Context: an optimization exercise on an open-source flow, tuned for small area and a short achievable clock period. The choices shown serve that exercise and are no tape-out recipe. RTL that was checked went through simulation tests only; none was proved equivalent to the original. No functional check of the RTL was part of run 2. Power figures rest on the tool's default switching activity, not on a simulated workload.

`flow/design.v`:
```
module alu(instruction,regA,regB,result,flags);
input[31:0] instruction,regA,regB;
output[31:0] result;
output[2:0] flags;
reg[2:0] flags;
reg[5:0] opcode,funct;
reg[31:0] rd,rs,rt;
reg[31:0] imm;
reg[5:0] shamt;
always @(*)
begin
    opcode=instruction[31:26];
    funct=instruction[5:0];
    flags=3'b000;
    rd=32'b0;
    imm=32'b0;
    if(instruction[25:21]=={5'b0})
    begin
        rs=regA;
        rt=regB;
    end
    else
    begin
        rs=regB;
        rt=regA;
    end
    shamt=instruction[10:6];
    case(opcode)
    6'b000000:
    begin
        case(funct)
        6'b100000: 
        begin
            rd=rs+rt;
            if(!rs[31]&&!rt[31]&&rd[31]||rs[31]&&rt[31]&&!rd[31])
                flags[0]=1;
            else
                flags[0]=0;
        end
        6'b100001: 
        begin
            rd=rs+rt;
        end
        6'b100010: 
        begin
            rd=rs-rt;
            if(!rs[31]&&rt[31]&&rd[31]||rs[31]&&!rt[31]&&!rd[31])
                flags[0]=1;
            else
                flags[0]=0;
        end
        6'b100011: 
        begin
            rd=rs-rt;
        end
        6'b100100: 
        begin
            rd=rs&rt;
        end
        6'b100111: 
        begin
            rd=~(rs|rt);
        end
        6'b100101: 
        begin
            rd=rs|rt;
        end
        6'b100110: 
        begin
            rd=rs^rt;
        end
        6'b101010: 
        begin
            rd=rs-rt;
            flags[1]=rd[31];
        end
        6'b101011: 
        begin
            rd=rs-rt;
            flags[1]=(rs<rt);
        end
        6'b000000: 
        begin
            rd=rt<<shamt;
        end
        6'b000100: 
        begin
            rd=rt<<rs;
        end
        6'b000010: 
        begin
            rd=rt>>shamt;
        end
        6'b000110: 
        begin
            rd=rt>>rs;
        end
        6'b000011: 
        begin
            rd=rt>>>shamt;
        end
        6'b000111: 
        begin
            rd=rt>>>rs;
        end
        endcase
    end
    6'b001000: 
    begin
        imm=$signed(instruction[15:0]);
        rd=rs+imm;
        if(!rs[31]&&rd[31]||rs[31]&&!rd[31])
            flags[0]=1;
        else
            flags[0]=0;
    end
    6'b001001: 
    begin
        imm=instruction[15:0];
        rd=rs+imm;
    end
    6'b001100: 
    begin
        imm=instruction[15:0];
        rd=rs&imm;
    end
    6'b000100: 
    begin
        rd=rs-rt;
        if(rd=={32'b0})
            flags[2]=1;
        else
            flags[2]=0;
    end
    6'b000101: 
    begin
        rd=rs-rt;
        if(rd=={32'b0})
            flags[2]=1;
        else
            flags[2]=0;
    end
    6'b001101: 
    begin
        imm=instruction[15:0];
        rd=rs|imm;
    end
    6'b001110: 
    begin
        imm=instruction[15:0];
        rd=rs^imm;
    end
    6'b001010: 
    begin
        imm=$signed(instruction[15:0]);
        rd=rs-imm;
        flags[1]=rd[31];
    end
    6'b001011: 
    begin
        imm=instruction[15:0];
        rd=rs-imm;
        flags[1]=(rs<imm);
    end
    6'b100011: 
    begin
        imm=$signed(instruction[15:0]);
        rd=rs+imm;
    end
    6'b101011: 
    begin
        imm=$signed(instruction[15:0]);
        rd=rs+imm;
    end
    endcase
end
assign result=rd[31:0];
endmodule
module alu_top(clk, instruction, regA, regB, result, flags);
input clk;
input [31:0] instruction, regA, regB;
output [31:0] result;
output [2:0] flags;
reg [31:0] instruction_q, regA_q, regB_q;
reg [31:0] result_q;
reg [2:0] flags_q;
wire [31:0] result_d;
wire [2:0] flags_d;
alu u_alu(.instruction(instruction_q), .regA(regA_q), .regB(regB_q),
          .result(result_d), .flags(flags_d));
always @(posedge clk) begin
    instruction_q <= instruction;
    regA_q <= regA;
    regB_q <= regB;
    result_q <= result_d;
    flags_q <= flags_d;
end
assign result = result_q;
assign flags = flags_q;
endmodule
```
`flow/run.sh`:
```
#!/bin/bash
# synth_recipe.tcl (not shown) runs the flow's synth.tcl, then flattens the netlist and writes it again
# the make line also repeats each setting of config.mk as NAME=value (left out here)
make -C /OpenROAD-flow-scripts/flow DESIGN_CONFIG=/design/flow/config.mk WORK_HOME=/design/flow/orfs CLKGATE_MAP_FILE= SYNTH_SCRIPT=/design/flow/synth_recipe.tcl finish
```
`flow/config.mk`:
```
export PLATFORM = sky130hd
export DESIGN_NAME = alu_top
export DESIGN_NICKNAME = alu_top
export VERILOG_FILES = /design/flow/design.v
export SDC_FILE = /design/flow/constraint.sdc
export NUM_CORES = 4
export LEC_CHECK = 0
export CAP_MARGIN = 20
export CORE_MARGIN = 2
export CORE_UTILIZATION = 40
export SLEW_MARGIN = 20
```
`flow/constraint.sdc`:
```
create_clock -name core_clock -period 6.0 [get_ports {clk}]
set_input_delay 1.2000 -clock core_clock [delete_from_list [all_inputs] [get_ports {clk}]]
set_output_delay 1.2000 -clock core_clock [all_outputs]
set_load 0.01 [all_outputs]
```
==> results of run 1 <==
cell usage in the layout, fill, tap and decap left out, types with 75 or more instances in the layout:
cell             Yosys  final
a21oi_1            291    288
buf_4               12    128
clkdlybuf4s50_1      0    126
dfxtp_1            126    124
ha_1               131    131
inv_1              150    150
mux2i_1            125    125
nand2_1            289    288
nand3_1             75     75
nor2_1             331    329
nor3_1             129    128
o21ai_0            221    219
cell usage after synthesis, drive strengths merged, types with 25 or more instances:
library cell,n,share of area
nor2b,37,0.011
o211ai,63,0.023
nor2,332,0.062
clkbuf,127,0.023
a2111oi,25,0.013
dfxtp,126,0.12
ha,131,0.081
a21o,42,0.016
o22ai,52,0.016
a221oi,27,0.012
a211oi,64,0.024
a31oi,56,0.020
o31ai,33,0.013
nand4,36,0.011
o221ai,27,0.012
nand2,289,0.053
buf,80,0.022
nor3,134,0.035
nor4,41,0.014
nand3,75,0.018
mux2,30,0.017
xnor2,65,0.028
mux2i,126,0.063
o21ai,242,0.060
a21oi,291,0.072
inv,150,0.028
flip-flops by register name, summed over array words and instances (netlist names):
signal and count:
flags_q 3, regA_q 32, regB_q 32, instruction_q 27, result_q 32
cell families (layout without fill, tap and decap cells):
logic type,after synthesis,after routing,synth area share
compound gates,1109,1109,0.3614
buf+inv,357,437,0.07326
simple gates,1061,1061,0.2427
mux,156,156,0.07915
xor+xnor,84,84,0.03614
flops,126,126,0.1239
fa+ha+maj,134,134,0.08346
other cells,0,2,0
critical path, delay by kind of cell, from the launching register on:
kind	cells	cell delay (ps)
buffers and inverters	1	80
and+or+nand+nor	5	1460
AOI/OAI and AO/OA	10	2830
adders and majority gates	2	710
DFF	1	330
how the worst max path moves through the flow:
stage	depth (start not counted)	endpoint	slack, ps
finish	18	result_q[30]	430
global placement	18	result_q[30]	690
CTS	18	result_q[30]	590
floorplan	23	result_q[29]	670
global route	19	flags_q[0]	150
detailed placement	18	result_q[30]	600
stage by stage:
step	utilization	worst slack (ps)
global route	0.4633	153.1
global placement	0.4510	692.3
floorplan	-	669.4
detailed placement	0.4510	600.6
CTS	0.4633	588.6
finish	0.4634	433.8
final cells by class:
| class | instances | area, sq um |
|---|---|---|
| clock inverters | 10 | 162.7 |
| diodes | 2 | 5.005 |
| clock buffers | 22 | 454.2 |
| flip-flops and latches | 126 | 2527 |
| fillers | 5173 | 26920 |
| multi-input cells | 2544 | 16460 |
| inverters | 150 | 563.0 |
| repair buffers | 255 | 2242 |
| well taps | 672 | 840.8 |
metal layers:
metal | part of all wire | global-route usage | vias up | wire [microns]
met2 | 0.42 | 0.6168 | 1967 | 47240
met4 | 0.061 | 0.2210 | 6 | 6847
met3 | 0.13 | 0.1246 | 341 | 14220
li1 | - | - | 11407 | -
met1 | 0.39 | 0.5324 | 12326 | 44620
met5 | 0.00031 | 0 | - | 35
power by group through the flow:
stage	Clock [mW]	Combinational, mW	Sequential (mW)
floorplan	0	1.21	0.956
global route	1.15	2.10	0.985
global placement	0	1.88	0.993
CTS	1.11	1.91	0.976
detailed placement	0	1.90	0.993
finish	1.09	2.00	0.983
==> summary.txt, run 1 <==
drt first pass iters 6; Root Driver clkbuf_16; Initial Util 0.4058; Worst EP required between 6000 and 7000 ps; aggregate global routing overflow 0; GPL Wtd Cong about 1.1; maximum vdd drop ~250 uV; Syn Nets 3258; DR vias/cell 6.889; FMAX around 0.18 GHz; Hold EP flags_q[0]; Post-DRT Antenna Nets 0; Hold Crit Class flop to flop; Post-synth EDFFs 0; chip width roughly 230 microns; full die area about 53000 sq um; setup TNS 0 ps; Slowest-stage cell, CP o41ai_1; R2R Setup Slk about 430 ps; fin crit share 0.9277; Post-synth ARST share 0; syn_area_per_cell between 6 and 7 sq um; CP arrival between 5000 and 6000 ps; run status finished clean; RSZ-0062 raised after global routing no; Power per Cell Area between 150 and 200 nW/um^2; clock-pin slew on the worst setup and hold paths ~60 ps; DP Area between 20000 and 25000 sq um; Synth Register Bits approximately 130; Final Hold Vio Count 0; Cell Count, Final, Fillers Out approximately 3800; Setup Skew around 13 ps; Hold Buf Count CTS 0; first-pass GRT wire length 163.2 mm; initial antenna violation count 5; Routed WL per cell between 20 and 30 microns; Num CTS Buffers 17; FF-to-FF path depth 18; Port Buffers between 100 and 150; Detail Placement HPWL ~89 mm; layout cells sized above 1 0.08626; Slew headroom 0.1881; vias post-DR roughly 26000; r2r endpoint result_q[30]; CTS tree built; DR iter-0 viols between 3000 and 4000; clock latency on the worst-skew pair between 400 and 500 ps; setup violators final 0; max cap viols 0; worst-path cell chain nor3_4 -> nand3_1 -> nand2_1 -> ha_1 -> inv_1 -> fa_1 -> o21ba_2 -> or2_0 -> a21oi_1 -> o211ai_1 -> a2bb2oi_1 -> a211oi_1 -> o41ai_1 -> a2111oi_0 -> a41oi_1 -> nor2_1 -> a2111oi_2 -> o31ai_1; nets@finish about 3300; Reg power frac 0.241; Rows 82; Die Ht 229.6 microns; Area growth, synth to finish 14.20%; CP endpoint kind flop; Final Cell Area about 23000 sq um; largest net degree at the start of global routing 78; Tot GR Track Use 0.4136; core outline area ~50000 sq um; vias in the first global route about 24000; Yosys cell types 100; Critical Path Max Stage Delay between 600 and 700 ps; H-tree depth 4; Comb pwr share 0.491; Clock Power Share 0.267; Longest Clk Path Bufs 2; synthesized cell area between 20000 and 25000 sq um; CP Launch Type flop; overall routed net length around 110 mm; Switch Pwr about 1.8 mW; io pins 132; Post-CTS Setup Inserts 0; Max Slew Vio Count 0; register area share after synthesis 0.1239; minimum clock period ~5600 ps; CTS Sinks 126; Placed Cells ~3700; cells after synthesis 3027; Setup crit start instruction_q[25]; DRC violations left 0; R2R Path Start instruction_q[25]; switching power share of the total 0.4409; static leakage between 9 and 10 nW; Final Power around 4.1 mW; min-delay src instruction_q[26]; critical path type flop to flop; hold depth 2; Power Internal approximately 2.3 mW; Worst Max-Slew Pin Slew 1187 ps; post-CTS sizing 0; Hold Slack approximately 700 ps; Most used DFF post-synth dfxtp_1; crit-path max FO 11; Synthesis Warnings 2
==> run 2, diff against run 1 <==
==> flow/design.v (replaced) <==
module alu_pre(instruction, regA, regB, a, b, cin, sel, fctl, f2);
input  [31:0] instruction, regA, regB;
output [31:0] a, b;        
output        cin;         
output [6:0]  sel;         
output [3:0]  fctl;        
output        f2;          
wire [5:0] op = instruction[31:26];
wire [5:0] fn = instruction[5:0];
wire       rsz = (instruction[25:21] == 5'b0);
wire [31:0] rs = rsz ? regA : regB;
wire [31:0] rt = rsz ? regB : regA;
wire r = (op == 6'b000000);
wire r_add  = r & (fn == 6'b100000);
wire r_addu = r & (fn == 6'b100001);
wire r_sub  = r & (fn == 6'b100010);
wire r_subu = r & (fn == 6'b100011);
wire r_and  = r & (fn == 6'b100100);
wire r_or   = r & (fn == 6'b100101);
wire r_xor  = r & (fn == 6'b100110);
wire r_nor  = r & (fn == 6'b100111);
wire r_slt  = r & (fn == 6'b101010);
wire r_sltu = r & (fn == 6'b101011);
wire r_sll  = r & (fn == 6'b000000);
wire r_srl  = r & (fn == 6'b000010 || fn == 6'b000011);
wire r_sllv = r & (fn == 6'b000100);
wire r_srlv = r & (fn == 6'b000110 || fn == 6'b000111);
wire i_addi  = (op == 6'b001000);
wire i_addiu = (op == 6'b001001);
wire i_andi  = (op == 6'b001100);
wire i_ori   = (op == 6'b001101);
wire i_xori  = (op == 6'b001110);
wire i_beq   = (op == 6'b000100) | (op == 6'b000101);
wire i_slti  = (op == 6'b001010);
wire i_sltiu = (op == 6'b001011);
wire i_mem   = (op == 6'b100011) | (op == 6'b101011);
wire big = |rs[31:5];
wire shconst = r_sll | r_srl;
wire sub = r_sub | r_subu | r_slt | r_sltu | i_beq | i_slti | i_sltiu;
wire add = r_add | r_addu | i_addi | i_addiu | i_mem;
wire simm = i_addi | i_slti | i_mem;
wire zimm = i_addiu | i_andi | i_ori | i_xori | i_sltiu;
wire [31:0] imm = {{16{simm & instruction[15]}}, instruction[15:0]};
wire [31:0] bb = (simm | zimm) ? imm : rt;
assign a   = {rs[31:5], shconst ? instruction[10:6] : rs[4:0]};
assign b   = sub ? ~bb : bb;
assign cin = sub;
assign sel = {add | sub, r_and | i_andi, r_or | i_ori, r_xor | i_xori, r_nor,
              r_sll | (r_sllv & ~big), r_srl | (r_srlv & ~big)};
assign fctl = {r_add | r_sub, i_addi, r_slt | i_slti, r_sltu | i_sltiu};
assign f2 = i_beq & (regA == regB);
endmodule
module alu(a, b, cin, sel, fctl, f2, result, flags);
input  [31:0] a, b;
input         cin;
input  [6:0]  sel;
input  [3:0]  fctl;
input         f2;
output [31:0] result;
output [2:0]  flags;
wire [32:0] sum = {1'b0, a} + {1'b0, b} + {32'b0, cin};
wire [4:0]  amt = a[4:0];
wire [31:0] shl = b << amt;
wire [31:0] shr = b >> amt;
assign result = ({32{sel[6]}} & sum[31:0])
              | ({32{sel[5]}} & (a & b))
              | ({32{sel[4]}} & (a | b))
              | ({32{sel[3]}} & (a ^ b))
              | ({32{sel[2]}} & ~(a | b))
              | ({32{sel[1]}} & shl)
              | ({32{sel[0]}} & shr);
wire ovf = (sum[31] ^ a[31]) & (fctl[2] | (fctl[3] & ~(a[31] ^ b[31])));
assign flags = {f2, (fctl[1] & sum[31]) | (fctl[0] & ~sum[32]), ovf};
endmodule
module alu_top(clk, instruction, regA, regB, result, flags);
input clk;
input [31:0] instruction, regA, regB;
output [31:0] result;
output [2:0] flags;
wire [31:0] a_d, b_d;
wire        cin_d, f2_d;
wire [6:0]  sel_d;
wire [3:0]  fctl_d;
reg  [31:0] a_q, b_q;
reg         cin_q, f2_q;
reg  [6:0]  sel_q;
reg  [3:0]  fctl_q;
reg  [31:0] result_q;
reg  [2:0]  flags_q;
wire [31:0] result_d;
wire [2:0]  flags_d;
alu_pre u_pre(.instruction(instruction), .regA(regA), .regB(regB),
              .a(a_d), .b(b_d), .cin(cin_d), .sel(sel_d), .fctl(fctl_d),
              .f2(f2_d));
alu u_alu(.a(a_q), .b(b_q), .cin(cin_q), .sel(sel_q), .fctl(fctl_q),
          .f2(f2_q), .result(result_d), .flags(flags_d));
always @(posedge clk) begin
    a_q <= a_d;
    b_q <= b_d;
    cin_q <= cin_d;
    sel_q <= sel_d;
    fctl_q <= fctl_d;
    f2_q <= f2_d;
    result_q <= result_d;
    flags_q <= flags_d;
end
assign result = result_q;
assign flags = flags_q;
endmodule
==> run 2 against run 1 <==
Power decreased by 34%. Clock-buffer cell count down 13. Largest cell class unchanged. Maximum frequency rose by 44%. Setup slack improved by 1700 ps. Non-clock buffer count fell by 111. Routed wire length down 64%. Global-route usage fell by 12 points. Sequential power shrank 9.9%. Via count down 58%. Register-to-register slack improved by 1700 ps. First-iteration DRC count down 70%.
==> summary.txt, run 2 <==
io pins between 100 and 150; CP Launch Type flop; core outline area roughly 26000 sq um; Hold Slack ~330 ps; DP Area roughly 12000 sq um; Num CTS Buffers 9; Longest Clk Path Bufs 2; Tot GR Track Use 0.2890; Clock Power Share 0.240; Post-synth EDFFs 0; CTS Sinks 112; Post-CTS Setup Inserts 0; Root Driver clkbuf_16; maximum vdd drop around 140 uV; GRT Max-Usage Layer met2; most frequent cells in the layout nand2_1, clkdlybuf4s50_1, dfxtp_1; met2 usage in global routing 0.4404; Slew headroom 0.3240; Hold Crit Class flop to flop; Area growth, synth to finish 16.38%; DR iter-0 viols roughly 1100; Power per Cell Area 220.6 nW/um^2; Comb pwr share 0.433; Most used DFF post-synth dfxtp_1; H-tree depth 3; Detail Placement HPWL between 30 and 40 mm; Die Ht about 170 microns; full die area about 28000 sq um; Setup crit start a_q[4]; top-area cell type share of the netlist area 0.2129; Hold Buf Count CTS 0; largest cells by area after synthesis dfxtp_1, mux2i_1, nand2_1; clock latency on the worst-skew pair between 300 and 400 ps; cells after synthesis 1400; min-delay src f2_q; commonest non-fill, non-tap cell in the layout nand2_1; CP arrival 4120 ps; initial antenna violation count 1; Reg power frac 0.327; fin crit share 0.6447; met3 Use GR 0.05267; Routed WL per cell about 23 microns; drt first pass iters 7; GR Util met1 0.4046; Port Buffers around 130; run status finished clean; vias post-DR 10862; Final Hold Vio Count 0; CP endpoint kind flop; register area share after synthesis 0.2129; CTS tree built; vias in the first global route roughly 10000; FMAX approximately 0.26 GHz; Worst Max-Slew Pin Slew around 1000 ps; Switch Pwr about 1.1 mW; Post-DRT Antenna Nets 0; aggregate global routing overflow 0; syn_area_per_cell about 7.5 sq um; Syn Nets ~1600; most frequent cells after synthesis nand2_1, dfxtp_1, o21ai_0, mux2i_1, a21oi_1; Synthesis Warnings 1; Placed Cells 1780; largest net degree at the start of global routing 60; setup violators final 0; nets@finish about 1600; switching power share of the total 0.4159; DRC violations left 0; most frequent cell after synthesis nand2_1; RSZ-0062 raised after global routing no; GPL Wtd Cong 1.017; static leakage roughly 5.3 nW; Setup Skew about 21 ps; R2R Path Start a_q[4]; biggest regs a_q (32), b_q (32), result_q (32); synthesized cell area 10530 sq um; Power Internal 1.580 mW; crit-path max FO 17; Final Cell Area between 10000 and 15000 sq um; layout cells sized above 1 0.05749; clock-pin slew on the worst setup and hold paths 90 ps; first-pass GRT wire length 61.93 mm; minimum clock period a little under 4000 ps; post-CTS sizing 0; Cell Count, Final, Fillers Out about 1800; overall routed net length 40.87 mm; Worst EP required 6250 ps; Post-synth ARST share 0; critical path type flop to flop; max cap viols 0; post-synth top area cell dfxtp_1; Synth Register Bits ~110; Rows 59; setup TNS 0 ps; DR vias/cell around 6.0; Initial Util 0.4054; Yosys cell types 65; Max Slew Vio Count 0; chip width between 150 and 200 microns
run 2: cell types whose count changed after synthesis, moves of 59 or more:
cell      before  now
clkbuf_1     127   65
nor3_1       129    8
o21ai_0      221  110
nand3_1       75   16
nor2_1       331   87
inv_1        150   79
a21oi_1      291   93
ha_1         131   65
run 2: area by class of cell:
| class | instances | area (sq um) |
|---|---|---|
| tap | 335 | 419.2 |
| fill | 2616 | 13730 |
| antenna | 1 | 2.502 |
| clock inverter | 7 | 95.09 |
| timing repair buffer | 144 | 1396 |
| clock buffer | 9 | 225.2 |
| multi-input combinational | 1109 | 7577 |
| inverter | 80 | 300.3 |
| sequential | 112 | 2243 |
run 2: critical path: stages (launching register included):
cell	delay (ps)
dfxtp_1	310
buf_4	250
inv_1	340
ha_1	520
a21o_1	150
a21oi_1	80
a211oi_1	430
o22ai_2	240
o21a_1	310
o211ai_1	380
a21oi_1	180
xnor2_1	190
a221o_1	350
run 2: cells by family after synthesis:
kind of cell / after synthesis / synth area share
AOI/OAI and AO/OA: 398 / 0.2468
xor gates and xnor gates: 87 / 0.07234
adders and majority gates: 67 / 0.08101
buffers and inverters: 179 / 0.06830
DFF: 112 / 0.2129
muxes: 139 / 0.1480
and+or+nand+nor: 418 / 0.1707
run 2: layer usage:
layer  vias to the layer above  part of all wire
li1                       5114                 -
met1                      5065              0.44
met2                       592              0.43
met3                        91             0.089
met4                         0             0.040
met5                         -                 0
run 2: power by group through the flow:
stage	Combinational, mW	Clock (mW)	Sequential, mW
final	1.17	0.649	0.886
after global routing	1.25	0.690	0.891
after CTS	1.14	0.658	0.882
after detailed placement	1.14	0	0.900
after global placement	1.13	0	0.898
after floorplan	0.739	0	0.878
run 2: per-stage QoR:
step / worst slack [ps] / util / total power [mW]
global route: 1928 / 0.4717 / 2.835
floorplan: 2689 / - / 1.618
CTS: 2230 / 0.4717 / 2.682
detailed placement: 1859 / 0.4594 / 2.037
finish: 2132 / 0.4718 / 2.705
global placement: 1867 / 0.4594 / 2.030
run 2: path summary, 6_finish.rpt:
kind / end / slack (ps) / cells past startpoint
worst min register to register: flags_q[2] / 330 / 0
worst max-delay path: result_q[30] / 2130 / 12
worst min-delay path: flags_q[2] / 330 / 0
worst max register to register: result_q[30] / 2130 / 12

-- port drivers added, routing unchanged --
In the flow no input, the clock included, has a driving cell. The finished layouts below were timed again as built, in two steps. Step 1 sets driving cells, clkbuf_16 on the clock port and buf_2 on the other inputs (assumed; they add their load-dependent delay and slew). Step 2 moves the port delays by t, midway between the first and last clock arrival at a register: inputs arrive t later, outputs are due t later. That takes back most of the time a late clock gives input paths. Slacks: ideal / step 1 / step 2; pairs: ideal / step 1.
| run | t (ns) | setup slack, ns | pins driven straight from the clock port |
|---|---|---|---|
| run 1 | 0.507 | 0.434 / 0.434 / 0.434 | 1 |
| run 2 | 0.416 | 2.132 / 2.132 / 1.765 | 1 |
After both steps every run listed still meets setup and hold. The setup slack of run 2, which loses most, moves by 0.000 ns with the drivers and by -0.367 ns with both steps.
